This design comes from an exercise in tuning for small area on the open sky130 flow, not from production work.
Function was checked by simulation only, so behaviour that the tests miss may differ from the original.
No activity file was given, so power comes from the tool's default toggle rates.

==> flow/design.v (excerpt) <==
module ram(
    input clk,
    input we,
    input rst,
    input [5:0] addr,
    input [7:0] din,
    output [7:0] dout
    );
Size in the first run: ~1,600 cells after synthesis, roughly 25 I/O pins.
==> flow/config.mk <==
export PLATFORM = sky130hd
export DESIGN_NAME = ram
export DESIGN_NICKNAME = ram
export VERILOG_FILES = /design/flow/design.v
export SDC_FILE = /design/flow/constraint.sdc
export NUM_CORES = 4
export LEC_CHECK = 0
export CAP_MARGIN = 20
export CORE_MARGIN = 2
export CORE_UTILIZATION = 65
export GPL_TIMING_DRIVEN = 0
export PLACE_DENSITY = 0.75
export SETUP_SLACK_MARGIN = 0.2
export SLEW_MARGIN = 20
export SYNTH_HIERARCHICAL = 1
==> flow/constraint.sdc <==
create_clock -name core_clock -period 3.0 [get_ports {clk}]
set_input_delay 0.6000 -clock core_clock [delete_from_list [all_inputs] [get_ports {clk}]]
set_output_delay 0.6000 -clock core_clock [all_outputs]
set_load 0.01 [all_outputs]
standard.sh (not shown) runs the stock make flow with config.mk's settings and CLKGATE_MAP_FILE= SYNTH_SCRIPT=/design/flow/synth_recipe.tcl, a recipe that flattens the netlist after the stock synthesis.
==> flow/flow/run.sh <==
#!/bin/bash
# Standard ORFS flow (the standard.sh, standard synthesis unchanged) with:
#  - port buffers of the smallest plain buffer instead of a delay cell,
#  - a clock tree of clkbuf_8 cells on small sink clusters, without dummy
#    balancing loads,
#  - downsizing of gates off the critical paths after global routing.
# make's output goes to flow_make.log; each step's tool log is under orfs/logs.
set -euo pipefail
B=sky130_fd_sc_hd
bash standard.sh finish \
  "BUFFER_PORTS_ARGS=-buffer_cell ${B}__buf_1" \
  "CTS_ARGS=-sink_clustering_enable -repair_clock_nets -buf_list ${B}__clkbuf_8 -root_buf ${B}__clkbuf_8 -sink_clustering_size 18 -sink_clustering_max_diameter 50 -sink_buffer_max_cap_derate 1.0 -dont_use_dummy_load" \
  RECOVER_POWER=100 \
  > flow_make.log 2>&1
Then changed:
==> flow/flow/run.sh (replaced) <==
#!/bin/bash
# Standard ORFS flow (the standard.sh, standard synthesis unchanged) with:
#  - port buffers of the smallest plain buffer instead of a delay cell,
#  - a clock tree of small clock buffers without dummy balancing loads.
set -euo pipefail
B=sky130_fd_sc_hd
bash standard.sh finish \
  "BUFFER_PORTS_ARGS=-buffer_cell ${B}__buf_1" \
  "CTS_ARGS=-sink_clustering_enable -repair_clock_nets -buf_list ${B}__clkbuf_4 -root_buf ${B}__clkbuf_8 -sink_clustering_size 16 -dont_use_dummy_load" \
  > flow_make.log 2>&1
Settings changed: CORE_UTILIZATION 65 to 40, PLACE_DENSITY 0.75 to unset, SETUP_SLACK_MARGIN 0.2 to unset.
Result: This time the run finished but failed the layout checks on setup timing. Total power rose by roughly a tenth. Synthesized area stays the same. Fmax shrinks by a little under a tenth. Combinational power stays flat. Worst setup slack gets worse by 0.25 ns. Register-to-register slack improves by 0.14 ns. Design area went up by a few percent. Die area rose by well over a third. Via count grows slightly. Routed wire length is higher by a few percent. Synthesized cell count does not change.

Another version of the RTL of ram (not shown whole).
Size in the first run: ~1600 cells after synthesis, about 520 flip-flops, roughly 0.017 sq mm of cells after synthesis.
Design ram, start of the top module:
module ram(
    input clk,
    input we,
    input rst,
    input [5:0] addr,
    input [7:0] din,
    output [7:0] dout
    );
  reg          p;          
  reg  [7:0]   temp;       
  wire [7:0] hi = 8'd1 << addr[5:3];
  wire [7:0] lo = 8'd1 << addr[2:0];
  wire [7:0] whi = hi & {8{we}};
  wire       rstn = ~rst;
  wire [7:0] xn = ~(din ^ {8{p}});
  wire [7:0] x0, x1, x2, x3;
  genvar w, b;
  generate
    for (b = 0; b < 8; b = b + 1) begin : g_x
      ram_nand2 u_x0 (.a(xn[b]), .b(rstn), .y(x0[b]));
      ram_nand2 u_x1 (.a(xn[b]), .b(rstn), .y(x1[b]));
      ram_nand2 u_x2 (.a(xn[b]), .b(rstn), .y(x2[b]));
      ram_nand2 u_x3 (.a(xn[b]), .b(rstn), .y(x3[b]));
    end
  endgenerate
  generate
    for (w = 0; w < 64; w = w + 1) begin : g_w
      reg  [7:0] q;
      wire [7:0] q_next;
      wire [7:0] x;
      wire       rs = hi[w/8] & lo[w%8];    
      wire       nw;                        
      wire       wr;                        
      if (w < 16)      begin : g_q0 assign x = x0; end
      else if (w < 32) begin : g_q1 assign x = x1; end
      else if (w < 48) begin : g_q2 assign x = x2; end
      else             begin : g_q3 assign x = x3; end
      ram_nand2 u_nw (.a(whi[w/8]), .b(lo[w%8]), .y(nw));
      ram_nand2 u_wr (.a(nw), .b(rstn), .y(wr));
      ram_word_nx u_nx (.q(q), .wr(wr), .nw(nw), .x(x), .y(q_next));
      always @(posedge clk)
        q <= q_next;
    end
  endgenerate
  wire [7:0] rd;
  generate
    for (b = 0; b < 8; b = b + 1) begin : g_rd
      wire [21:0] t;
  ...
Settings: LEC_CHECK=0, CAP_MARGIN=0, CORE_MARGIN=2, CORE_UTILIZATION=65, GPL_TIMING_DRIVEN=0, PLACE_DENSITY=0.75, SETUP_SLACK_MARGIN=0.3, SLEW_MARGIN=0, SYNTH_HIERARCHICAL=1; clock period 3.0 ns.
==> flow/flow/run.sh <==
#!/bin/bash
# Standard ORFS flow (the standard.sh, standard synthesis unchanged) with:
#  - the buffers ABC put into the netlist removed at floorplan (the resizer
#    re-buffers where timing or slew needs it),
#  - port buffers of the smallest plain buffer instead of a delay cell,
#  - a clock tree of clkbuf_8 cells on small sink clusters, without dummy
#    balancing loads,
#  - downsizing of gates off the critical paths after global routing.
# make's output goes to flow_make.log; each step's tool log is under orfs/logs.
set -euo pipefail
B=sky130_fd_sc_hd
bash standard.sh finish \
  REMOVE_ABC_BUFFERS=1 \
  "BUFFER_PORTS_ARGS=-buffer_cell ${B}__buf_1" \
  "CTS_ARGS=-sink_clustering_enable -repair_clock_nets -buf_list ${B}__clkbuf_8 -root_buf ${B}__clkbuf_8 -sink_clustering_size 18 -sink_clustering_max_diameter 50 -sink_buffer_max_cap_derate 1.0 -dont_use_dummy_load" \
  RECOVER_POWER=100 \
  > flow_make.log 2>&1
Edit:
- SETUP_SLACK_MARGIN: 0.3 -> 0.2
After rerunning: Cell count hardly moves. Core utilization falls by 0.20 points. Total power is about the same. Register-to-register slack is about the same. Synthesized area stays the same.

[separate check: timing with driven ports]
The results above use ideal ports. As a check the final layouts listed here were re-extracted and re-timed, cells and wires unchanged. Step 1, drivers: a clkbuf_16 drives clk and a buf_2 each remaining input, both assumed. Step 2, shift: input delay + t, output delay - t, t = (earliest + latest rising clock arrival at the registers) / 2. This alone moves slack from input paths to output paths. Three values: ideal, step 1, step 2; two values: the first two.
run | t, ns | setup WS [ns] | slew at the worst register clock pin (ns)
the first run of note 1 | 0.603 | 0.219 / 0.244 / -0.359 | 0.11 / 0.11
the second run of note 1 | 0.702 | -0.028 / 0.000 / -0.702 | 0.07 / 0.07
the first run of note 2 | 0.601 | 0.173 / 0.179 / -0.422 | 0.11 / 0.11
the second run of note 2 | 0.601 | 0.150 / 0.165 / -0.436 | 0.12 / 0.12
With both steps, setup timing fails in the first run of note 1, the first run of note 2 and the second run of note 2, where it was met with ideal ports. The setup slack of the second run of note 1, which loses most, moves by +0.028 ns with the drivers and by -0.674 ns with both steps.
